This design comes from an exercise in tuning for small area and a short achievable clock period on the open sky130 flow, not from production work. The RTL was checked by simulation tests, not by an equivalence proof against the original design. Power is estimated from default activity; no workload was simulated.

==> config.mk <==
export PLATFORM = sky130hd
export DESIGN_NAME = Fetch
export DESIGN_NICKNAME = Fetch
export VERILOG_FILES = /design/flow/design.v
export SDC_FILE = /design/flow/constraint.sdc
export NUM_CORES = 4
export LEC_CHECK = 0
export CAP_MARGIN = 20
export CORE_MARGIN = 2
export CORE_UTILIZATION = 40
export PLACE_DENSITY = 0.6
export SLEW_MARGIN = 20
==> constraint.sdc <==
create_clock -name core_clock -period 2.8 [get_ports {clk_i}]
set_input_delay 0.5600 -clock core_clock [delete_from_list [all_inputs] [get_ports {clk_i}]]
set_output_delay 0.5600 -clock core_clock [all_outputs]
set_load 0.01 [all_outputs]
==> design.v <==
package lagarto0_pkg;
	localparam	XLEN					=	64;
	localparam	ISA_SIZE				=	32;
	localparam	ADDR_SIZE			=	64;
	localparam	VADD_SIZE			=	40;
	localparam	ICACHE_LINE_SIZE	=	64;
	localparam	IBLOCK_BYTE			=	ICACHE_LINE_SIZE/8;
	localparam	ILINE_BYTE_OFFSET	=	$clog2(IBLOCK_BYTE);
	localparam	ICACHE_SIZE			=	1024*2;
	localparam	ICACHE_MEM_DEPTH	=	ICACHE_SIZE/IBLOCK_BYTE;
	localparam	ICACHE_IDX_SIZE	=	$clog2(ICACHE_MEM_DEPTH);
	localparam	ICACHE_VPN_SIZE	=	VADD_SIZE-ICACHE_IDX_SIZE-ILINE_BYTE_OFFSET;
	localparam	FETCH_WIDTH			=	ICACHE_LINE_SIZE/ISA_SIZE;
	localparam	ISSUE_WIDTH			=	1;
	localparam	RESET_ADDRESS		=	64'h0000_0000_0000_0000;
	localparam	IQUEUE_DEPTH		=	4;
	localparam	IQUEUE_ADDR_SIZE	=	$clog2(IQUEUE_DEPTH);		
endpackage 
import	lagarto0_pkg::*;
module iqueue(
	input												clk_i,
	input												rst_ni,
	input												flush_i,
	input												wr_i,
	input				[ICACHE_LINE_SIZE-1:0]	data_i,
	input												rd_i,
	output reg		[ISA_SIZE-1:0]				data_o,
	output wire										full_o,
	output wire										empty_o
);
	reg				[IQUEUE_ADDR_SIZE-1:0]	addr_rd;
	reg				[IQUEUE_ADDR_SIZE-1:0]	addr_wr;
	wire				[ISA_SIZE-1:0]				inst1_w;
	wire				[ISA_SIZE-1:0]				inst2_w;
	assign			inst1_w		=	data_i[ISA_SIZE-1:0];
	assign			inst2_w		=	data_i[XLEN-1:ISA_SIZE];
	reg				[ISA_SIZE-1:0]				mem	[0:IQUEUE_DEPTH-1];
	reg				[0:IQUEUE_DEPTH-1]		valid;
	always @(posedge clk_i)
	begin
		if (!rst_ni || flush_i)
		begin
			valid		<=	{IQUEUE_DEPTH{1'b0}};
			addr_rd	<=	{IQUEUE_ADDR_SIZE{1'b0}};
			addr_wr	<=	{IQUEUE_ADDR_SIZE{1'b0}};
		end
		else if (wr_i && !full_o)
		begin
			mem[addr_wr]		<=	inst1_w;
			mem[addr_wr+1]		<=	inst2_w;
			valid[addr_wr]		<=	1'b1;
			valid[addr_wr+1]	<=	1'b1;
			addr_wr				<=	addr_wr + 2'b10;
		end
		else if (rd_i && !empty_o)
		begin
			data_o			<=	mem[addr_rd];
			valid[addr_rd]	<=	1'b0;
			addr_rd 			<=	addr_rd + 1'b1;
		end
	end
	assign	empty_o = ~(|(valid));
	assign	full_o	= &(valid);
endmodule
import	lagarto0_pkg::*;
module Fetch (
	input										clk_i,
	input										rst_ni,
	input		[ICACHE_LINE_SIZE-1:0]	if_instblock_i,
	input										hit_i,
	input										redirect_i,
	input		[ADDR_SIZE-1:0]	redirect_pc_i,
	output reg		 [ADDR_SIZE-1:0]	pc_next_o,
	output			  [ISA_SIZE-1:0]	if_inst_o
);
	wire										iq_full_w;
	wire				[ADDR_SIZE-1:0]	pc_w;
	always @(posedge clk_i, negedge rst_ni)
	begin
		if (!rst_ni)
			begin
				pc_next_o <= RESET_ADDRESS;
			end
		else
			begin
				if (redirect_i)
					begin
						pc_next_o <= {redirect_pc_i[ADDR_SIZE-1:2], 2'b00};
					end
				else if (iq_full_w)
					begin
						pc_next_o <= pc_next_o;
					end
				else
					begin
						pc_next_o <= pc_w;
					end
			end
	end
	assign	pc_w	= pc_next_o + 64'h4;
	iqueue IQ_Fetch(
		.clk_i		(clk_i),
		.rst_ni		(rst_ni),
		.flush_i		(redirect_i),
		.wr_i			(hit_i),
		.data_i		(if_instblock_i),
		.rd_i			(1'b1),
		.data_o		(if_inst_o),
		.full_o		(iq_full_w),
		.empty_o		(iq_empty_w)
	);
endmodule 
==> run.sh <==
#!/bin/bash
# synth_recipe.tcl (not shown) runs the flow's synth.tcl, then flattens the netlist and writes it again
# the make line also repeats each setting of config.mk as NAME=value (left out here)
make -C /OpenROAD-flow-scripts/flow DESIGN_CONFIG=/design/flow/config.mk WORK_HOME=/design/flow/orfs CLKGATE_MAP_FILE= SYNTH_SCRIPT=/design/flow/synth_recipe.tcl finish
==> results of run 1 <==
-- how the worst max path moves through the flow --
| stage | startpoint | end | slack (ns) | cells after the start |
|---|---|---|---|---|
| 2_1_floorplan | redirect_i | IQ_Fetch.mem[0][0] | -0.03 | 4 |
| 3_3_place_gp | pc_next_o[21] | pc_next_o[54] | 0.42 | 5 |
| 3_5_place_dp | pc_next_o[21] | pc_next_o[52] | 0.38 | 5 |
| 4_1_cts | pc_next_o[21] | pc_next_o[52] | 0.34 | 5 |
| 5_1_grt | pc_next_o[21] | pc_next_o[52] | 0.16 | 5 |
| 6_report | pc_next_o[21] | pc_next_o[52] | 0.33 | 5 |
-- worst max-delay path: cells and delay by family (launching register included) --
family,cells,cell delay [ns]
compound gates,1,0.17
flops,1,0.43
simple gates,4,1.78
-- state kept, by name, summed over array words and instances, names as in the netlist --
signal            cells
IQ_Fetch.data_o      32
pc_next_o            62
IQ_Fetch.valid        4
IQ_Fetch.mem        128
IQ_Fetch.addr_rd      2
IQ_Fetch.addr_wr      1
-- routing by layer --
layer  track usage  part of all wire  up-vias
li1              -                 -     3142
met1        0.2385              0.40     3339
met2        0.3146              0.49      256
met3       0.05132             0.085       47
met4       0.04587             0.021        0
met5             0                 0        -
-- final cells by class --
type / count / area share
Timing Repair Buffer: 240 / 0.1827
Sequential cell: 229 / 0.4948
Clock inverter: 13 / 0.006763
Clock buffer: 31 / 0.05010
Inverter: 7 / 0.002572
Multi-Input combinational cell: 417 / 0.2327
Tap cell: 319 / 0.03039
-- power groups by stage --
stage | Sequential, uW | Clock, uW | Combinational [uW]
finish | 3900 | 3010 | 769
CTS | 3900 | 3100 | 776
detailed placement | 3970 | 0 | 772
global placement | 3960 | 0 | 754
global route | 3920 | 3240 | 833
floorplan | 3980 | 0 | 258
-- through the flow --
| stage | instances | hold WS, ns |
|---|---|---|
| global placement | 1212 | 0.4878 |
| finish | 1256 | 0.3162 |
| global route | 1256 | 0.3805 |
| floorplan | 685 | 0.2644 |
| CTS | 1256 | 0.3490 |
| detailed placement | 1212 | 0.5001 |
-- cell families (layout without fill, tap and decap cells) --
| kind of cell | Yosys count | in the layout |
|---|---|---|
| buffers and inverters | 39 | 291 |
| flip-flops | 229 | 229 |
| multiplexers | 37 | 37 |
| XOR/XNOR | 30 | 30 |
| other | 1 | 2 |
| AO/OA/AOI/OAI | 92 | 92 |
| AND/OR/NAND/NOR | 251 | 251 |
| adder cells (fa/ha/maj) | 5 | 5 |
-- cell usage in the layout (no fill, tap or decap), types with 7 or more instances in the layout --
master           instances
nor3_1                   9
mux4_2                  32
or4_1                   16
xnor2_1                 15
a21oi_1                  7
nand3_1                 23
and3_1                  15
nor4_1                   7
nand4_1                 30
xor2_1                  15
and4_1                   9
clkbuf_16               25
buf_4                   13
dfrtp_1                 62
or3_1                   12
nor2_1                  39
a31oi_1                 25
clkdlybuf4s50_1        221
nand2_1                 61
and2_1                   8
o21ai_0                 40
o31ai_1                 12
edfxtp_1               160
==> out/metrics.yaml, run 1 <==
critPathKind: "reg2reg"
dieWidth_um: 159.4
wl_mm: 23.76
cp_max_fo: 11
yosysMostFrequentCell: "edfxtp_1"
hold_viol_final: 0
clk_path_buf_depth: 3
stdcell_area_um2: 13140
yosys.area_share.simple: 0.1398
dr.pass1.iters: 6
viasPerCell: 5.401
grt_pass1_vias: 6919
drv_cap: 0
yosysTopAreaCellShare: 0.4972
grt-ovfl-total: 0
cts_hold_buf: 0
yosys-top-cells-count: "edfxtp_1 (160), nand2_1 (63), dfrtp_1 (62)"
clk_latency_ns: 0.51
tightest_slew_ns: 0.8417
critPathSlowestCell: "or4_1"
synth-main-ff-cell: "edfxtp_1"
hpwl_mm: 16.49
reg2reg_to: "pc_next_o[52]"
synth_cell_types: 46
cts.sinks: 229
clock-root-buffer: "clkbuf_16"
p_total_uw: 7687
row_count: 56
synth_top_family_by_area: "simple AND/OR/NAND/NOR gates"
final_util: 0.5563
multi_input_area_um2: 3057
rsz0062_at_grt: "false"
seq_area_frac_synth: 0.6722
fillers: 1977
cts_resized: 0
synth_edf_count: 160
drive_above_1_share: 0.1099
pwr-share-seq: 0.508
fin_ws_ns: 0.3329
initial_core_util: 0.4093
cp_cell_sequence: "and3_1 -> and4_1 -> nand4_1 -> or4_1 -> a31oi_1"
min_period_ns: 2.467
placement.cell_area_um2: 12390
worstPathArrival_ns: 2.90
end_kind: "flop"
async_flop_share: 0.2707
intPower_uw: 5951
pre_cts_slack_ns: 0.3757
synthAdderAreaFrac: 0.006473
required_ns: 3.23
fin_setup_tns_ns: 0
wl_per_cell_um: 18.92
die_area_um2: 25420
htree_levels: 1
synth_compound_area_frac: 0.05684
n_antenna_cell: 0
critPathLaunchType: "flop"
num_vias: 6784
nNetsFinal: 1057
clk_transition_reported_paths_ns: 0.06
synth_cells: 684
ioPinCount: 228
synth-xor-area-share: 0.02719
max_stage_delay_ns: 0.58
drt_first_iter_violations: 476
fp.dieH_um: 159.4
power.net_switching_uw: 1736
postCtsSetupRepairBufs: 0
peakVddDrop_v: 0.0005104
switching_share: 0.2258
areaGrowthSynthToFinish_pct: 35.91
ant_nets: 0
synth_area_leaders: "edfxtp_1 (50%), dfrtp_1 (16%), mux4_2 (7.5%), nand2_1 (2.4%), o21ai_0 (2.1%)"
p_leak_uw: 0.004441
slew_violations: 0
grtUsageTotal: 0.1859
r2r_cells: 5
ys_ff_latch: 229
seq_area_um2: 6499
max_slew_margin: 0.4389
synth.avg_cell_area_um2: 14.13
fin_skew_ns: 0.01101
ys_warn_count: 3
synth_mux_area_frac: 0.08014
place.gp.congestion: 0.8616
cellPowerDensity_nw_per_um2: 585.2
yosysTopAreaCell: "edfxtp_1"
r2r_setup_slack_ns: 0.33
final.period_utilization: 0.8811
numPortBuffers: 223
setup_viol: 0
worstHoldPathType: "in2async"
cts_tree: "yes"
antenna_found_initial: 1
drc_errors: 0
p_clk_frac: 0.392
grt_pass1_wl_mm: 37.85
syn-cell-area_um2: 9664
fmax_mhz: 405.3
core_area_um2: 23610
regToRegStartpoint: "pc_next_o[21]"
cts_inserted_buffers: 25
power_frac_comb: 0.100
grt_max_degree: 73
status: "timing/DRC/antenna clean"
==> run 2: changes to the inputs <==
--- a/design.v
+++ b/design.v
@@ -30,10 +30,25 @@
 );
-	reg				[IQUEUE_ADDR_SIZE-1:0]	addr_rd;
-	reg				[IQUEUE_ADDR_SIZE-1:0]	addr_wr;
-	wire				[ISA_SIZE-1:0]				inst1_w;
-	wire				[ISA_SIZE-1:0]				inst2_w;
-	assign			inst1_w		=	data_i[ISA_SIZE-1:0];
-	assign			inst2_w		=	data_i[XLEN-1:ISA_SIZE];
-	reg				[ISA_SIZE-1:0]				mem	[0:IQUEUE_DEPTH-1];
-	reg				[0:IQUEUE_DEPTH-1]		valid;
+	reg				[1:0]						addr_rd;
+	reg											addr_wr;	 
+	reg				[ISA_SIZE-1:0]				mem0, mem1, mem2, mem3;
+	reg				[3:0]						valid;
+	wire			wen	= wr_i & ~full_o;
+	wire			ren	= rd_i & ~flush_i & ~wen & ~empty_o;
+	wire	[3:0]	sel	= {4{ren}} & (4'b0001 << addr_rd);
+	always @(posedge clk_i)
+	begin
+		if (wen & ~addr_wr)
+		begin
+			mem0 <= data_i[ISA_SIZE-1:0];
+			mem1 <= data_i[XLEN-1:ISA_SIZE];
+		end
+		if (wen & addr_wr)
+		begin
+			mem2 <= data_i[ISA_SIZE-1:0];
+			mem3 <= data_i[XLEN-1:ISA_SIZE];
+		end
+		data_o <= ({ISA_SIZE{sel[0]}} & mem0) | ({ISA_SIZE{sel[1]}} & mem1) |
+		          ({ISA_SIZE{sel[2]}} & mem2) | ({ISA_SIZE{sel[3]}} & mem3) |
+		          ({ISA_SIZE{~ren}} & data_o);
+	end
 	always @(posedge clk_i)
@@ -42,17 +57,14 @@
 		begin
-			valid		<=	{IQUEUE_DEPTH{1'b0}};
-			addr_rd	<=	{IQUEUE_ADDR_SIZE{1'b0}};
-			addr_wr	<=	{IQUEUE_ADDR_SIZE{1'b0}};
+			valid		<=	4'b0000;
+			addr_rd	<=	2'b00;
+			addr_wr	<=	1'b0;
 		end
-		else if (wr_i && !full_o)
+		else if (wen)
 		begin
-			mem[addr_wr]		<=	inst1_w;
-			mem[addr_wr+1]		<=	inst2_w;
-			valid[addr_wr]		<=	1'b1;
-			valid[addr_wr+1]	<=	1'b1;
-			addr_wr				<=	addr_wr + 2'b10;
+			if (addr_wr)	valid[3:2] <= 2'b11;
+			else				valid[1:0] <= 2'b11;
+			addr_wr		<=	~addr_wr;
 		end
-		else if (rd_i && !empty_o)
+		else if (!empty_o)
 		begin
-			data_o			<=	mem[addr_rd];
 			valid[addr_rd]	<=	1'b0;
@@ -61,4 +73,4 @@
 	end
-	assign	empty_o = ~(|(valid));
-	assign	full_o	= &(valid);
+	assign	empty_o = ~(|valid);
+	assign	full_o	= &valid;
 endmodule
@@ -72,30 +84,24 @@
 	input		[ADDR_SIZE-1:0]	redirect_pc_i,
-	output reg		 [ADDR_SIZE-1:0]	pc_next_o,
+	output		 [ADDR_SIZE-1:0]	pc_next_o,
 	output			  [ISA_SIZE-1:0]	if_inst_o
 );
-	wire										iq_full_w;
-	wire				[ADDR_SIZE-1:0]	pc_w;
-	always @(posedge clk_i, negedge rst_ni)
+	wire							iq_full_w;
+	wire							iq_empty_w;
+	reg		[ADDR_SIZE-1:2]	pc_q;
+	wire	[ADDR_SIZE-1:2]	carry;
+	genvar gi;
+	assign carry[2] = ~iq_full_w;
+	generate for (gi=3; gi<ADDR_SIZE; gi=gi+1) begin : g_c
+		assign carry[gi] = ~iq_full_w & (&pc_q[gi-1:2]);
+	end endgenerate
+	always @(posedge clk_i)
 	begin
 		if (!rst_ni)
-			begin
-				pc_next_o <= RESET_ADDRESS;
-			end
+			pc_q <= RESET_ADDRESS[ADDR_SIZE-1:2];
+		else if (redirect_i)
+			pc_q <= redirect_pc_i[ADDR_SIZE-1:2];
 		else
-			begin
-				if (redirect_i)
-					begin
-						pc_next_o <= {redirect_pc_i[ADDR_SIZE-1:2], 2'b00};
-					end
-				else if (iq_full_w)
-					begin
-						pc_next_o <= pc_next_o;
-					end
-				else
-					begin
-						pc_next_o <= pc_w;
-					end
-			end
+			pc_q <= pc_q ^ carry;
 	end
-	assign	pc_w	= pc_next_o + 64'h4;
+	assign	pc_next_o = {pc_q, 2'b00};
 	iqueue IQ_Fetch(
@@ -111,2 +117,2 @@
 	);
-endmodule 
+endmodule
==> out/metrics.yaml, run 2 <==
htree_levels: 1
most-common-layout-cells: "clkdlybuf4s50_1 (222), edfxtp_1 (128), dfxtp_1 (101)"
ys_warn_count: 2
rsz0062_at_grt: "false"
cts_inserted_buffers: 26
placed_cells: 1303
syn-cell-area_um2: 9339
instances_no_fill: 1351
ys_ff_latch: 229
yosys-top-cells-count: "edfxtp_1 (128), dfxtp_1 (101), a31oi_1 (73)"
async_flop_share: 0
synth_area_leaders: "edfxtp_1 (41%), dfxtp_1 (22%), a22oi_1 (5.1%), a31oi_1 (4.9%), o21ai_0 (2.7%)"
worstHoldPathType: "in2reg"
regMostFlops: "pc_q"
synth_cell_types: 50
cts_resized: 0
critPathKind: "reg2reg"
largest_reg_flops: 62
ioPinCount: 228
min_period_ns: 2.499
setup_viol: 0
critPathLaunchType: "flop"
antenna_found_initial: 1
p_leak_uw: 0.004435
layout_commonest_cell: "clkdlybuf4s50_1"
seq_area_um2: 5866
multi_input_area_um2: 3201
status: "timing/DRC/antenna clean"
drc_errors: 0
n_antenna_cell: 0
slew_violations: 0
clk_path_buf_depth: 3
yosysMostFrequentCell: "edfxtp_1"
end_kind: "flop"
clock-root-buffer: "clkbuf_16"
nNetsFinal: 1159
met3_length_mm: 2.100
wl_mm: 25.94
critPathSlowestCell: "or4_1"
drive_above_1_share: 0.07996
fillers: 1914
p_total_uw: 8561
grt_pass1_vias: 7386
drv_cap: 0
top_layer: "met5"
clk_latency_ns: 0.54
hold_viol_final: 0
tightest_slew_ns: 0.5021
grtUsageTotal: 0.2061
synth.avg_cell_area_um2: 11.75
cts_tree: "yes"
yosysTopAreaCell: "edfxtp_1"
fin_setup_tns_ns: 0
viasPerCell: 5.491
yosysTopAreaCellShare: 0.4116
num_vias: 7418
dr.pass1.iters: 5
cp_cell_sequence: "nand4_2 -> or4_1 -> or4_4 -> or3_1 -> a31oi_1"
clk_transition_reported_paths_ns: 0.06
max_stage_delay_ns: 0.64
final_util: 0.5671
fmax_mhz: 400.1
dieWidth_um: 156.8
m1WireLength_mm: 11.07
place.gp.congestion: 0.7876
hpwl_mm: 16.99
required_ns: 3.26
fin_ws_ns: 0.3008
grt_max_degree: 54
cp_max_fo: 10
cts.sinks: 229
fin_skew_ns: 0.01455
synth_edf_count: 128
initial_core_util: 0.4100
final.period_utilization: 0.8926
max_slew_margin: 0.6652
drt_first_iter_violations: 359
worstPathArrival_ns: 2.96
grt-ovfl-total: 0
ant_nets: 0
row_count: 55
peakVddDrop_v: 0.0005719
synth-main-ff-cell: "edfxtp_1"
postCtsSetupRepairBufs: 0
grt_pass1_wl_mm: 39.66
cellPowerDensity_nw_per_um2: 662.8
synth_cells: 795
pre_cts_slack_ns: 0.3162
wl_per_cell_um: 19.20
areaGrowthSynthToFinish_pct: 38.32
fp.dieH_um: 156.8
cts_hold_buf: 0
die_area_um2: 24590
seq_area_frac_synth: 0.6281
core_area_um2: 22780
numPortBuffers: 223
wl_met2_mm: 12.30
run 2: changes by cell type after synthesis, moves of 32 or more:
cell and change:
dfxtp_1 +94, a31oi_1 +48, dfrtp_1 -62, mux4_2 -32
a22oi_1 +62, edfxtp_1 -32
run 2: critical path, delay by kind of cell (launching register included):
| kind | cells | cell delay, ns |
|---|---|---|
| and+or+nand+nor | 4 | 1.84 |
| DFF | 1 | 0.43 |
| AOI/OAI and AO/OA | 1 | 0.15 |
run 2: power by group:
group / leakage, uW / switching (uW) / internal [uW]
sequential: 0.00204 / 194 / 3850
clock: 0.000413 / 1350 / 1960
combinational: 0.00198 / 516 / 695
run 2: metrics by stage:
| step | hold WS, ns | cell area [um2] |
|---|---|---|
| global route | 0.4491 | 12920 |
| floorplan | 0.4620 | 9350 |
| CTS | 0.4257 | 12920 |
| global placement | 0.4760 | 12070 |
| detailed placement | 0.4823 | 12070 |
| finish | 0.4473 | 12920 |
run 2: area by class of cell:
type / count / area share
Inverter: 12 / 0.003681
Tap cell: 313 / 0.03032
Multi-Input combinational cell: 494 / 0.2478
Clock buffer: 35 / 0.05453
Clock inverter: 13 / 0.01085
Timing Repair Buffer: 255 / 0.1988
Sequential cell: 229 / 0.4541
run 2: kinds of logic after synthesis:
logic type | synth area share
mux | 0.003216
other cells | 0.0004015
xor+xnor | 0.03282
compound gates | 0.1752
buf+inv | 0.03108
fa+ha+maj | 0.01206
flops | 0.6281
simple gates | 0.1171
run 2: final timing paths:
path	from	endpoint	slack, ns	cells past startpoint
worst max-delay path	pc_q[20]	pc_q[57]	0.30	5
worst min-delay path	rst_ni	pc_q[16]	0.45	2
worst max register to register	pc_q[20]	pc_q[57]	0.30	5
worst min register to register	IQ_Fetch.valid[3]	IQ_Fetch.valid[3]	0.49	2
run 2: per-layer routing:
layer  vias up  track usage
li1       3570            -
met1      3570       0.2557
met2       240       0.3540
met3        36      0.05566
met4         2      0.05679
met5         -            0
==> run 3: changes to the inputs <==
==> flow/run.sh (new file) <==
#!/bin/bash
# Standard ORFS layout, with plain buf_1 cells as the port buffers.
set -euo pipefail
export BUFFER_PORTS_ARGS="-buffer_cell sky130_fd_sc_hd__buf_1"
bash standard.sh > standard.log 2>&1
==> standard.sh (new file) <==
#!/bin/bash
# synth_recipe.tcl (not shown) runs the flow's synth.tcl, then flattens the netlist and writes it again
# the make line also repeats each setting of config.mk as NAME=value (left out here)
make -C /OpenROAD-flow-scripts/flow DESIGN_CONFIG=/design/flow/config.mk WORK_HOME=/design/flow/orfs CLKGATE_MAP_FILE= SYNTH_SCRIPT=/design/flow/synth_recipe.tcl "${@:-finish}"
removed: run.sh
==> out/metrics.yaml, run 3 <==
required_ns: 3.25
antenna_found_initial: 1
largest_reg_flops: 62
final.period_utilization: 0.8883
fp.dieH_um: 156.8
initial_core_util: 0.4100
synth.avg_cell_area_um2: 11.75
synth_edf_count: 128
yosysTopAreaCellShare: 0.4116
grtUsageTotal: 0.1943
wl_per_cell_um: 18.46
yosysTopAreaCell: "edfxtp_1"
clock-root-buffer: "clkbuf_16"
fillers: 2131
yosysMostFrequentCell: "edfxtp_1"
setup_viol: 0
worstPathArrival_ns: 2.94
clk_latency_ns: 0.53
synth_cell_types: 50
yosys-top-cells-count: "edfxtp_1 (128), dfxtp_1 (101), a31oi_1 (73)"
dr.pass1.iters: 5
ys_warn_count: 2
die_area_um2: 24590
intPower_uw: 6071
grt_max_degree: 78
most-common-layout-cells: "buf_1 (221), edfxtp_1 (128), dfxtp_1 (101)"
grt-ovfl-total: 0
postCtsSetupRepairBufs: 0
n_antenna_cell: 0
grt_pass1_wl_mm: 37.85
fmax_mhz: 402.0
fin_setup_tns_ns: 0
p_total_uw: 8101
cts_inserted_buffers: 25
ioPinCount: 228
tightest_slew_ns: 0.6637
grt_pass1_vias: 7042
async_flop_share: 0
instances_no_fill: 1339
hold_viol_final: 0
clk_path_buf_depth: 3
power.net_switching_uw: 2030
drive_above_1_share: 0.07115
ant_nets: 0
viasPerCell: 5.491
clk_transition_reported_paths_ns: 0.06
num_vias: 7352
regMostFlops: "pc_q"
drv_cap: 0
cts_tree: "yes"
cts.sinks: 229
multi_input_area_um2: 3208
place.gp.congestion: 0.8161
cp_max_fo: 10
peakVddDrop_v: 0.0005847
seq_area_frac_synth: 0.6281
syn-cell-area_um2: 9339
cellPowerDensity_nw_per_um2: 710.6
fin_skew_ns: 0.01181
max_slew_margin: 0.5575
switching_share: 0.2506
worstHoldPathType: "in2reg"
numPortBuffers: 223
synth_area_leaders: "edfxtp_1 (41%), dfxtp_1 (22%), a22oi_1 (5.1%), a31oi_1 (4.9%), o21ai_0 (2.7%)"
min_period_ns: 2.487
power_frac_comb: 0.102
p_leak_uw: 0.003782
synth_cells: 795
p_clk_frac: 0.399
rsz0062_at_grt: "false"
drt_first_iter_violations: 441
pwr-share-seq: 0.499
row_count: 55
critPathKind: "reg2reg"
nNetsFinal: 1149
slew_violations: 0
hpwl_mm: 15.71
ys_ff_latch: 229
end_kind: "flop"
drc_errors: 0
cts_hold_buf: 0
status: "timing/DRC/antenna clean"
placed_cells: 1294
htree_levels: 1
seq_area_um2: 5866
layout_commonest_cell: "buf_1"
critPathLaunchType: "flop"
core_area_um2: 22780
dieWidth_um: 156.8
synth-main-ff-cell: "edfxtp_1"
cts_resized: 0
wl_mm: 24.72
areaGrowthSynthToFinish_pct: 22.07
run 3: cell counts after synthesis:
Identical to the previous run, type by type.
run 3: worst paths after layout:
check / to / slack (ns) / depth (start not counted) / from
max: pc_q[57] / 0.31 / 5 / pc_q[20]
max reg2reg: pc_q[57] / 0.31 / 5 / pc_q[20]
min reg2reg: IQ_Fetch.valid[2] / 0.50 / 2 / IQ_Fetch.valid[2]
min: IQ_Fetch.mem3[12] / 0.22 / 1 / if_instblock_i[44]
run 3: cells by family (layout without fill, tap and decap cells):
kind of cell	count (synthesis)	after routing	synth area share
buf+inv	73	303	0.03108
other cells	1	2	0.0004015
xor+xnor	35	35	0.03282
fa+ha+maj	9	9	0.01206
flops	229	229	0.6281
compound gates	251	251	0.1752
simple gates	194	194	0.1171
mux	3	3	0.003216
run 3: power by group through the flow:
stage          combinational [uW]  sequential [uW]  clock [uW]
5_1_grt                       931             4070        3440
3_3_place_gp                  827             4100           0
4_1_cts                       840             4040        3300
3_5_place_dp                  836             4100           0
2_1_floorplan                 375             4170           0
6_report                      830             4040        3230
run 3: area by class of cell:
cell class                      count  share of cell area
Clock buffer                       34             0.06618
Clock inverter                     11            0.006146
Inverter                           12            0.004171
Multi-Input combinational cell    494              0.2814
Sequential cell                   229              0.5145
Tap cell                          313             0.03435
Timing Repair Buffer              246             0.09318
run 3: through the flow:
stage | setup WS (ns) | util | area (um2) | hold slack (ns)
finish | 0.3126 | 0.5005 | 11400 | 0.2208
global route | 0.1800 | 0.5005 | 11400 | 0.2150
CTS | 0.3339 | 0.5005 | 11400 | 0.1996
detailed placement | 0.3428 | 0.4643 | 10580 | 0.4902
global placement | 0.3575 | 0.4643 | 10580 | 0.4854
floorplan | 0.2404 | - | 9350 | 0.4620
run 3: metal layers:
layer,share of wire,vias to the layer above,GRT usage
li1,-,3553,-
met1,0.42,3470,0.2484
met2,0.46,286,0.3208
met3,0.095,41,0.05816
met4,0.023,2,0.05330
met5,0.00044,-,0
run 3: critical path, stage by stage (launching register included):
cell,delay (ns)
dfxtp_1,0.43
nand4_2,0.22
or4_1,0.64
or4_4,0.64
or3_1,0.33
a31oi_1,0.16
==> run 4: changes to the inputs <==
--- a/design.v
+++ b/design.v
@@ -89,9 +89,29 @@
 	wire							iq_empty_w;
-	reg		[ADDR_SIZE-1:2]	pc_q;
-	wire	[ADDR_SIZE-1:2]	carry;
-	genvar gi;
-	assign carry[2] = ~iq_full_w;
-	generate for (gi=3; gi<ADDR_SIZE; gi=gi+1) begin : g_c
-		assign carry[gi] = ~iq_full_w & (&pc_q[gi-1:2]);
-	end endgenerate
+	localparam	NB = ADDR_SIZE-2;			 
+	localparam	CW = 8;						 
+	localparam	NC = (NB+CW-1)/CW;			 
+	reg		[NB-1:0]		p;
+	reg		[NC-2:0]		ones;
+	wire					en = ~iq_full_w;
+	wire	[NC-1:0]		cin;				 
+	wire	[NB-1:0]		carry;				 
+	wire	[NC-2:0]		ones_inc;			 
+	wire	[NC-2:0]		ones_redir;			 
+	genvar k, m;
+	generate
+		for (k=0; k<NC; k=k+1) begin : g_chunk
+			localparam LO = k*CW;
+			localparam W  = (NB-LO < CW) ? NB-LO : CW;
+			if (k == 0)	assign cin[k] = en;
+			else			assign cin[k] = en & (&ones[k-1:0]);
+			for (m=0; m<W; m=m+1) begin : g_bit
+				if (m == 0)	assign carry[LO+m] = cin[k];
+				else			assign carry[LO+m] = cin[k] & (&p[LO+m-1:LO]);
+			end
+			if (k < NC-1) begin : g_flag
+				assign ones_inc[k]   = cin[k] ? ((&p[LO+W-1:LO+1]) & ~p[LO]) : ones[k];
+				assign ones_redir[k] = &redirect_pc_i[LO+W+1:LO+2];
+			end
+		end
+	endgenerate
 	always @(posedge clk_i)
@@ -99,9 +119,18 @@
 		if (!rst_ni)
-			pc_q <= RESET_ADDRESS[ADDR_SIZE-1:2];
+		begin
+			p		<= RESET_ADDRESS[ADDR_SIZE-1:2];
+			ones	<= {(NC-1){1'b0}};
+		end
 		else if (redirect_i)
-			pc_q <= redirect_pc_i[ADDR_SIZE-1:2];
+		begin
+			p		<= redirect_pc_i[ADDR_SIZE-1:2];
+			ones	<= ones_redir;
+		end
 		else
-			pc_q <= pc_q ^ carry;
+		begin
+			p		<= p ^ carry;
+			ones	<= ones_inc;
+		end
 	end
-	assign	pc_next_o = {pc_q, 2'b00};
+	assign	pc_next_o = {p, 2'b00};
 	iqueue IQ_Fetch(
==> flow/run.sh (replaced) <==
#!/bin/bash
# Standard ORFS layout (the standard.sh) with two changes:
#  - plain buf_1 cells as the port buffers (ORFS picks clkdlybuf4s50_1 by default),
#  - CTS with larger sink clusters and no dummy loads.
# Each ORFS step writes its own log under orfs/logs/; make's output goes to standard.log.
set -euo pipefail
export BUFFER_PORTS_ARGS="-buffer_cell sky130_fd_sc_hd__buf_1"
export CTS_ARGS="-sink_clustering_enable -repair_clock_nets -dont_use_dummy_load -sink_clustering_size 25 -sink_clustering_max_diameter 80 -buf_list sky130_fd_sc_hd__clkbuf_16"
bash standard.sh > standard.log 2>&1
--- a/config.mk
+++ b/config.mk
@@ -9,4 +9,5 @@
 export CORE_MARGIN = 2
-export CORE_UTILIZATION = 40
-export PLACE_DENSITY = 0.6
+export CORE_UTILIZATION = 60
+export PLACE_DENSITY = 0.7
+export SETUP_SLACK_MARGIN = 1.2
 export SLEW_MARGIN = 20
==> out/metrics.yaml, run 4 <==
peakVddDrop_v: 0.0005073
row_count: 47
p_leak_uw: 0.004489
async_flop_share: 0
yosys-top-cells-count: "edfxtp_1 (128), dfxtp_1 (108), a22oi_1 (65)"
setup_viol: 0
place.gp.congestion: 0.8979
grt-ovfl-total: 0
largest_reg_flops: 62
fmax_mhz: 577.8
seq_area_frac_synth: 0.6040
worstHoldPathType: "in2reg"
rsz0062_at_grt: "true"
final.period_utilization: 0.6181
synth_area_leaders: "edfxtp_1 (39%), dfxtp_1 (22%), a22oi_1 (4.9%), mux2_4 (4.5%), xnor2_1 (3.3%)"
synth.avg_cell_area_um2: 12.38
synth_cells: 803
initial_core_util: 0.6060
grtUsageTotal: 0.2835
layout_commonest_cell: "buf_1"
antenna_found_initial: 1
drt_first_iter_violations: 613
cts_inserted_buffers: 13
dieWidth_um: 132.7
worstPathArrival_ns: 2.10
drive_above_1_share: 0.2643
final_util: 0.7748
switching_share: 0.2475
num_vias: 7803
required_ns: 3.17
cp_max_fo: 21
status: "timing/DRC/antenna clean"
wl_per_cell_um: 20.60
p_total_uw: 7085
drv_cap: 0
synth-main-ff-cell: "edfxtp_1"
fillers: 1018
pwr-share-seq: 0.589
r2r_setup_slack_ns: 1.07
clk_path_buf_depth: 3
cts_tree: "yes"
tightest_slew_ns: 0.5910
ys_warn_count: 2
wl_mm: 26.53
most-common-layout-cells: "buf_1 (180), edfxtp_1 (128), a22oi_1 (64)"
regMostFlops: "p"
placement.cell_area_um2: 11020
power_frac_comb: 0.148
clk_transition_reported_paths_ns: 0.09
synth_edf_count: 128
fp.dieH_um: 132.7
critPathLaunchType: "flop"
core_area_um2: 16410
dr.pass1.iters: 5
p_clk_frac: 0.262
syn-cell-area_um2: 9943
cts.sinks: 236
grt_max_degree: 47
yosysMostFrequentCell: "edfxtp_1"
numPortBuffers: 223
max_slew_margin: 0.6060
synth_cell_types: 56
end_kind: "flop"
fin_skew_ns: 0.04476
drc_errors: 0
min_period_ns: 1.731
cellPowerDensity_nw_per_um2: 557.4
whs_ns: 0.2716
htree_levels: 1
hold_viol_final: 0
nNetsFinal: 1217
yosysTopAreaCellShare: 0.3866
grt_pass1_vias: 7839
die_area_um2: 17620
ioPinCount: 228
fin_setup_tns_ns: 0
clock-root-buffer: "clkbuf_16"
power.net_switching_uw: 1753
intPower_uw: 5332
ys_ff_latch: 236
stdcell_area_um2: 12710
slew_violations: 0
viasPerCell: 6.058
hpwl_mm: 15.86
critPathKind: "reg2reg"
areaGrowthSynthToFinish_pct: 27.85
clk_latency_ns: 0.48
yosysTopAreaCell: "edfxtp_1"
ant_nets: 0
grt_pass1_wl_mm: 39.90
run 4: cell types whose count changed after synthesis, moves of 8 or more:
cell	change
nor2b_1	+13
nor4b_2	+9
a21oi_1	+16
nand2_1	+29
xor2_1	-8
clkbuf_1	-20
mux2_4	+30
nand3_1	-19
xnor2_1	+17
and4_1	-10
a31oi_1	-71
run 4: power by group through the flow:
stage	Sequential (uW)	Clock [uW]	Combinational [uW]
floorplan	4310	0	475
global placement	4220	0	905
detailed placement	4250	0	938
CTS	4170	1880	995
global route	4210	2000	1130
finish	4180	1860	1050
run 4: cell type report:
type | count | area [um2] | share of cell area
tap | 220 | 275.3 | 0.02165
clock buffer | 13 | 325.3 | 0.02559
timing repair buffer | 296 | 1793 | 0.1410
antenna | 1 | 2.502 | 0.0001969
sequential | 236 | 6143 | 0.4833
multi-input combinational | 514 | 4126 | 0.3246
inverter | 8 | 46.29 | 0.003642
run 4: worst paths after layout:
check / from / to / cells past startpoint
max: IQ_Fetch.valid[2] / IQ_Fetch.data_o[12] / 5
min: if_instblock_i[6] / IQ_Fetch.mem2[6] / 1
max reg2reg: IQ_Fetch.valid[2] / IQ_Fetch.data_o[12] / 5
min reg2reg: IQ_Fetch.data_o[24] / IQ_Fetch.data_o[24] / 1
run 4: what timing repair did:
item,in CTS,in global routing
pin swaps,23,28
hold buffers,0,0
buffers inserted,27,23
gates cloned,8,6
gates resized for setup,132,89
setup endpoints to repair,264,227
run 4: cell families (layout without fill, tap and decap cells):
family,count (synthesis),after routing,synth area share
compound gates,198,198,0.1286
xor+xnor,44,44,0.03876
fa+ha+maj,16,16,0.02013
buf+inv,57,317,0.02831
flops,236,236,0.6040
mux,42,42,0.05763
other cells,1,3,0.0003771
simple gates,209,212,0.1222
run 4: metrics by stage:
step	setup slack, ns	cells
after floorplan	0.5380	804
after global placement	0.2549	1210
after detailed placement	0.2205	1210
after CTS	1.048	1258
after global routing	1.026	1288
final	1.069	1288
run 4: routing by layer:
metal / GRT usage / up-vias / share of wire
li1: - / 3583 / -
met1: 0.3506 / 3817 / 0.39
met2: 0.4942 / 338 / 0.50
met3: 0.05287 / 65 / 0.071
met4: 0.1105 / 0 / 0.037
met5: 0 / - / 0
run 4: worst max-delay path, stage by stage (launching register included):
cell and delay, ns:
dfxtp_4 0.36, or3_1 0.44, a21oi_4 0.21, nor3_4 0.10
buf_12 0.19, mux2_4 0.31
==> run 5: changes to the inputs <==
--- a/design.v
+++ b/design.v
@@ -30,3 +30,3 @@
 );
-	reg				[1:0]						addr_rd;
+	reg				[3:0]						rsel;		 
 	reg											addr_wr;	 
@@ -34,5 +34,6 @@
 	reg				[3:0]						valid;
-	wire			wen	= wr_i & ~full_o;
-	wire			ren	= rd_i & ~flush_i & ~wen & ~empty_o;
-	wire	[3:0]	sel	= {4{ren}} & (4'b0001 << addr_rd);
+	reg											full_q;		 
+	reg											empty_q;	 
+	wire			wen	= wr_i & ~full_q;
+	wire			ren	= rd_i & ~flush_i & ~wen & ~empty_q;
 	always @(posedge clk_i)
@@ -49,6 +50,8 @@
 		end
-		data_o <= ({ISA_SIZE{sel[0]}} & mem0) | ({ISA_SIZE{sel[1]}} & mem1) |
-		          ({ISA_SIZE{sel[2]}} & mem2) | ({ISA_SIZE{sel[3]}} & mem3) |
-		          ({ISA_SIZE{~ren}} & data_o);
+		if (ren)
+			data_o <= ({ISA_SIZE{rsel[0]}} & mem0) | ({ISA_SIZE{rsel[1]}} & mem1) |
+			          ({ISA_SIZE{rsel[2]}} & mem2) | ({ISA_SIZE{rsel[3]}} & mem3);
 	end
+	wire			other_full	= addr_wr ? (&valid[1:0]) : (&valid[3:2]);
+	wire			one_left		= ~|(valid & ~rsel);
 	always @(posedge clk_i)
@@ -58,4 +61,6 @@
 			valid		<=	4'b0000;
-			addr_rd	<=	2'b00;
+			rsel		<=	4'b0001;
 			addr_wr	<=	1'b0;
+			full_q	<=	1'b0;
+			empty_q	<=	1'b1;
 		end
@@ -66,11 +71,15 @@
 			addr_wr		<=	~addr_wr;
+			full_q		<=	other_full;
+			empty_q		<=	1'b0;
 		end
-		else if (!empty_o)
+		else if (!empty_q)
 		begin
-			valid[addr_rd]	<=	1'b0;
-			addr_rd 			<=	addr_rd + 1'b1;
+			valid				<=	valid & ~rsel;
+			rsel				<=	{rsel[2:0], rsel[3]};
+			full_q			<=	1'b0;
+			empty_q			<=	one_left;
 		end
 	end
-	assign	empty_o = ~(|valid);
-	assign	full_o	= &valid;
+	assign	empty_o = empty_q;
+	assign	full_o	= full_q;
 endmodule
==> out/metrics.yaml, run 5 <==
status: "timing/DRC/antenna clean"
ioPinCount: 228
async_flop_share: 0
fin_skew_ns: 0.02689
p_leak_uw: 0.003900
row_count: 46
layout_commonest_cell: "buf_1"
clk_path_buf_depth: 3
whs_ns: 0.2859
synth_cell_types: 48
path_delay_family: "flip-flops"
numPortBuffers: 223
min_period_ns: 1.593
fp.dieH_um: 130.4
initial_core_util: 0.6077
core_area_um2: 15770
drive_above_1_share: 0.1759
ys_ff_latch: 240
grt_pass1_vias: 6649
stdcell_area_um2: 11300
clock-root-buffer: "clkbuf_16"
cellPowerDensity_nw_per_um2: 569.8
critPathLaunchType: "flop"
required_ns: 2.24
clk_latency_ns: 0.48
yosysTopAreaCell: "edfxtp_1"
cts_inserted_buffers: 13
placement.cell_area_um2: 10670
most-common-layout-cells: "buf_1 (166), edfxtp_1 (160), nand2_1 (68)"
max_stage_delay_ns: 0.40
fin_setup_tns_ns: 0
critPathKind: "reg2out"
areaGrowthSynthToFinish_pct: 17.91
yosysMostFrequentCell: "edfxtp_1"
drc_errors: 0
synth_cells: 764
cts_hold_buf: 0
htree_levels: 1
critPathSlowestCell: "dfxtp_2"
worstHoldPathType: "in2reg"
setup_viol: 0
yosys-top-cells-count: "edfxtp_1 (160), dfxtp_1 (80), nand2_1 (69)"
wl_mm: 21.57
cp_max_fo: 6
synth.avg_cell_area_um2: 12.54
end_kind: "primary output"
drt_first_iter_violations: 503
cts.sinks: 240
yosysTopAreaCellShare: 0.5013
rsz0062_at_grt: "true"
synth_edf_count: 160
wl_per_cell_um: 18.07
dr.pass1.iters: 4
cts_tree: "yes"
grt_pass1_wl_mm: 32.44
final.period_utilization: 0.5691
fin_ws_ns: 1.207
synth-main-ff-cell: "edfxtp_1"
hpwl_mm: 13.95
num_vias: 7037
cp_cell_sequence: "buf_2"
fmax_mhz: 627.6
crit_buf_inv: 1
tightest_slew_ns: 0.5420
die_area_um2: 17000
p_total_uw: 6439
synth_area_leaders: "edfxtp_1 (50%), dfxtp_1 (17%), a22oi_1 (5.1%), xnor2_1 (4.2%), a21oi_1 (2.9%)"
slew_violations: 0
viasPerCell: 5.894
pre_cts_slack_ns: 0.7869
n_antenna_cell: 0
dieWidth_um: 130.4
grt_max_degree: 67
grt-ovfl-total: 0
seq_area_frac_synth: 0.6684
nNetsFinal: 1120
grtUsageTotal: 0.2426
max_slew_margin: 0.6387
place.gp.congestion: 0.8955
syn-cell-area_um2: 9584
ys_warn_count: 2
worstPathArrival_ns: 1.03
antenna_found_initial: 0
hold_viol_final: 0
drv_cap: 0
largest_reg_flops: 62
clk_transition_reported_paths_ns: 0.10
regMostFlops: "p"
peakVddDrop_v: 0.0006224
ant_nets: 0
[run 5: changes by cell type after synthesis, moves of 7 or more]
cell,before,now
nor3_1,18,28
mux2_4,30,0
xnor2_1,38,46
dfxtp_1,108,80
ha_1,16,8
nor4b_2,9,0
a21oi_1,45,55
inv_1,7,14
edfxtp_1,128,160
[run 5: kinds of logic (layout without fill, tap and decap cells)]
| family | Yosys count | count (layout) | synth area share |
|---|---|---|---|
| AOI/OAI and AO/OA | 193 | 193 | 0.1278 |
| xor gates and xnor gates | 51 | 51 | 0.04661 |
| adders and majority gates | 8 | 8 | 0.01044 |
| buffers and inverters | 62 | 275 | 0.02833 |
| DFF | 240 | 240 | 0.6684 |
| muxes | 9 | 9 | 0.009400 |
| other | 1 | 2 | 0.0003913 |
| and+or+nand+nor | 200 | 200 | 0.1086 |
[run 5: what timing repair did]
action	CTS	global route
setup endpoints to repair	128	68
pin swaps	1	0
resized for setup	83	59
buffers inserted	1	9
[run 5: worst paths after layout]
check                      from           endpoint  slack, ns  cells past startpoint
max                       p[16]      pc_next_o[18]       1.21                      1
max reg2reg     IQ_Fetch.full_q              p[57]       1.26                      8
min reg2reg   IQ_Fetch.valid[3]  IQ_Fetch.valid[3]       0.49                      2
min          if_instblock_i[58]  IQ_Fetch.mem3[26]       0.29                      1
[run 5: area by class of cell]
| type | instances | area (um2) |
|---|---|---|
| flip-flops and latches | 240 | 6510 |
| fillers | 1154 | 4469 |
| multi-input cells | 463 | 2977 |
| repair buffers | 247 | 1159 |
| clock buffers | 13 | 325.3 |
| well taps | 216 | 270.3 |
| inverters | 15 | 60.06 |
[run 5: metrics by stage]
stage,cells,utilization
after floorplan,765,-
after global placement,1171,0.6767
after detailed placement,1171,0.6767
after CTS,1185,0.7063
after global routing,1194,0.7166
final,1194,0.7166
[run 5: routing by layer]
layer	wire (um)	global-route usage	vias to the layer above
li1	-	-	3290
met1	8546	0.3042	3407
met2	10810	0.4284	295
met3	1680	0.04560	45
met4	538	0.08135	0
met5	0	0	-
[run 5: where the power goes]
group	internal (uW)	switching (uW)	leakage (uW)
clock network	837	1030	0.000160
registers	3950	107	0.00217
logic	215	300	0.00157
total	5000	1440	0.00390
==> run 6: changes to the inputs <==
--- a/design.v
+++ b/design.v
@@ -38,2 +38,8 @@
 	wire			ren	= rd_i & ~flush_i & ~wen & ~empty_q;
+	wire	[ISA_SIZE-1:0]	data_d;
+	iq_sel5 u_sel (
+		.s0 (ren & rsel[0]), .s1 (ren & rsel[1]), .s2 (ren & rsel[2]), .s3 (ren & rsel[3]), .s4 (~ren),
+		.d0 (mem0), .d1 (mem1), .d2 (mem2), .d3 (mem3), .d4 (data_o),
+		.y  (data_d)
+	);
 	always @(posedge clk_i)
@@ -50,5 +56,3 @@
 		end
-		if (ren)
-			data_o <= ({ISA_SIZE{rsel[0]}} & mem0) | ({ISA_SIZE{rsel[1]}} & mem1) |
-			          ({ISA_SIZE{rsel[2]}} & mem2) | ({ISA_SIZE{rsel[3]}} & mem3);
+		data_o <= data_d;
 	end
@@ -84,2 +88,10 @@
 	assign	full_o	= full_q;
+endmodule
+module iq_sel5 (
+	input								s0, s1, s2, s3, s4,
+	input		[ISA_SIZE-1:0]		d0, d1, d2, d3, d4,
+	output	[ISA_SIZE-1:0]		y
+);
+	assign y = ({ISA_SIZE{s0}} & d0) | ({ISA_SIZE{s1}} & d1) | ({ISA_SIZE{s2}} & d2) |
+	           ({ISA_SIZE{s3}} & d3) | ({ISA_SIZE{s4}} & d4);
 endmodule
==> out/metrics.yaml, run 6 <==
status: "timing/DRC/antenna clean"
pre_cts_slack_ns: 0.8993
synth_cell_types: 49
fin_skew_ns: 0.05523
dr.pass1.iters: 5
hpwl_mm: 15.48
peakVddDrop_v: 0.0007710
min_period_ns: 1.582
max_stage_delay_ns: 0.40
setup_viol: 0
fmax_mhz: 632.0
worstHoldPathType: "in2reg"
ioPinCount: 228
clk_latency_ns: 0.48
synth_cells: 813
core_area_um2: 15710
layout_commonest_cell: "buf_1"
areaGrowthSynthToFinish_pct: 18.53
synth.avg_cell_area_um2: 11.74
most-common-layout-cells: "buf_1 (161), edfxtp_1 (128), o21ai_0 (87)"
cts_tree: "yes"
ys_ff_latch: 240
p_leak_uw: 0.004013
synth-main-ff-cell: "edfxtp_1"
path_delay_family: "flip-flops"
critPathLaunchType: "flop"
regMostFlops: "p"
wl_per_cell_um: 18.47
critPathSlowestCell: "dfxtp_2"
grt-ovfl-total: 0
end_kind: "primary output"
fin_setup_tns_ns: 0
die_area_um2: 16940
crit_buf_inv: 1
grtUsageTotal: 0.2576
grt_pass1_vias: 7022
drv_cap: 0
yosysTopAreaCellShare: 0.4026
seq_area_frac_synth: 0.6374
numPortBuffers: 223
clock-root-buffer: "clkbuf_16"
rsz0062_at_grt: "true"
nNetsFinal: 1164
worstPathArrival_ns: 1.02
row_count: 46
fp.dieH_um: 130.1
p_clk_frac: 0.274
viasPerCell: 5.831
fillers: 1143
hold_viol_final: 0
power_frac_comb: 0.111
drive_above_1_share: 0.1781
slew_violations: 0
yosysTopAreaCell: "edfxtp_1"
drt_first_iter_violations: 517
dieWidth_um: 130.1
cts_inserted_buffers: 13
fin_ws_ns: 1.218
syn-cell-area_um2: 9548
max_slew_margin: 0.6200
place.gp.congestion: 0.8692
synth_edf_count: 128
cp_cell_sequence: "buf_2"
intPower_uw: 5117
ys_warn_count: 2
cts_hold_buf: 0
clk_path_buf_depth: 3
seq_area_um2: 6200
final.period_utilization: 0.5651
synth_area_leaders: "edfxtp_1 (40%), dfxtp_1 (23%), o21ai_0 (4.6%), xnor2_1 (3.8%), a221oi_1 (2.9%)"
yosys-top-cells-count: "edfxtp_1 (128), dfxtp_1 (112), o21ai_0 (88)"
critPathKind: "reg2out"
cp_max_fo: 6
drc_errors: 0
num_vias: 7225
switching_share: 0.2380
antenna_found_initial: 2
wl_mm: 22.89
power.net_switching_uw: 1598
initial_core_util: 0.6077
multi_input_area_um2: 3238
htree_levels: 1
yosysMostFrequentCell: "edfxtp_1"
tightest_slew_ns: 0.5699
clk_transition_reported_paths_ns: 0.10
async_flop_share: 0
grt_max_degree: 65
ant_nets: 0
largest_reg_flops: 62
grt_pass1_wl_mm: 34.29
pwr-share-seq: 0.615
cellPowerDensity_nw_per_um2: 593.3
required_ns: 2.24
cts.sinks: 240
run 6: what timing repair did:
item,in CTS,in global routing
cloned,0,1
resized for setup,79,75
setup buffers,3,5
endpoints found under the setup margin,172,135
pin swaps,1,1
run 6: power by group through the flow:
stage | Combinational [uW] | Sequential, uW | Clock (uW)
after floorplan | 324 | 4250 | 0
after global placement | 679 | 4190 | 0
after detailed placement | 707 | 4200 | 0
after CTS | 722 | 4130 | 1880
after global routing | 829 | 4160 | 2020
final | 747 | 4130 | 1840
run 6: cell type report:
class / count / share of cell area
clock buffer: 13 / 0.02875
timing repair buffer: 246 / 0.1049
inverter: 23 / 0.008292
tap: 216 / 0.02388
sequential: 240 / 0.5478
multi-input combinational: 500 / 0.2861
antenna: 1 / 0.0002211
run 6: cells by family after synthesis:
kind of cell / after synthesis / share of synthesized area
flops: 240 / 0.6374
compound gates: 239 / 0.1633
simple gates: 198 / 0.1071
buf+inv: 74 / 0.03171
xor+xnor: 45 / 0.04128
fa+ha+maj: 8 / 0.01048
mux: 8 / 0.008387
other cells: 1 / 0.0003928
run 6: per-stage QoR:
| step | hold slack [ns] | power (uW) | utilization | instances | instance area [um2] |
|---|---|---|---|---|---|
| after floorplan | 0.4498 | 4578 | - | 814 | 9580 |
| after global placement | 0.4332 | 4864 | 0.6773 | 1216 | 10640 |
| after detailed placement | 0.4403 | 4910 | 0.6773 | 1216 | 10640 |
| after CTS | 0.2526 | 6733 | 0.7062 | 1232 | 11100 |
| after global routing | 0.2521 | 7005 | 0.7203 | 1239 | 11320 |
| final | 0.2692 | 6715 | 0.7203 | 1239 | 11320 |
run 6: worst paths after layout:
path,depth (start not counted),slack [ns],to,from
setup / recovery,1,1.22,pc_next_o[51],p[49]
hold / removal,1,0.27,IQ_Fetch.mem3[23],if_instblock_i[55]
setup reg to reg,4,1.23,p[50],IQ_Fetch.full_q
hold reg to reg,2,0.46,IQ_Fetch.data_o[25],IQ_Fetch.data_o[25]
run 6: per-layer routing:
layer  routed length, um  track usage
met4                 691      0.09930
met1                8800       0.3071
met3                1654      0.04838
met2               11730       0.4635
met5                  12            0

## re-timing with driven ports
The flow's constraints put no driver on any port. The routed layouts listed below were extracted and timed again, unchanged, in two steps. Step 1 assumes that a clkbuf_16 drives the clock port and a buf_2 every other input. Step 2 also shifts input and output timing later by t, the mid clock arrival at the registers, as if the neighbouring blocks saw the same clock. Slacks: no drivers / after step 1 / after step 2; pairs: no drivers / after step 1.
run | t (ns) | slack for setup (ns) | worst setup path after step 2 | clock arrival spread, ns
run 1 | 0.550 | 0.333 / 0.333 / 0.333 | register to register | 0.014 / 0.013
run 2 | 0.577 | 0.301 / 0.301 / 0.301 | register to register | 0.018 / 0.017
run 3 | 0.568 | 0.313 / 0.313 / 0.313 | register to register | 0.013 / 0.013
run 4 | 0.501 | 1.069 / 1.069 / 0.615 | input to register | 0.045 / 0.044
run 5 | 0.512 | 1.207 / 1.163 / 0.794 | input to register | 0.033 / 0.033
run 6 | 0.498 | 1.218 / 1.173 / 0.868 | input to register | 0.058 / 0.058
After both steps setup and hold are still met in every run listed. For run 4, which loses most, drivers alone change the setup slack by 0.000 ns; drivers and shift together by -0.454 ns.
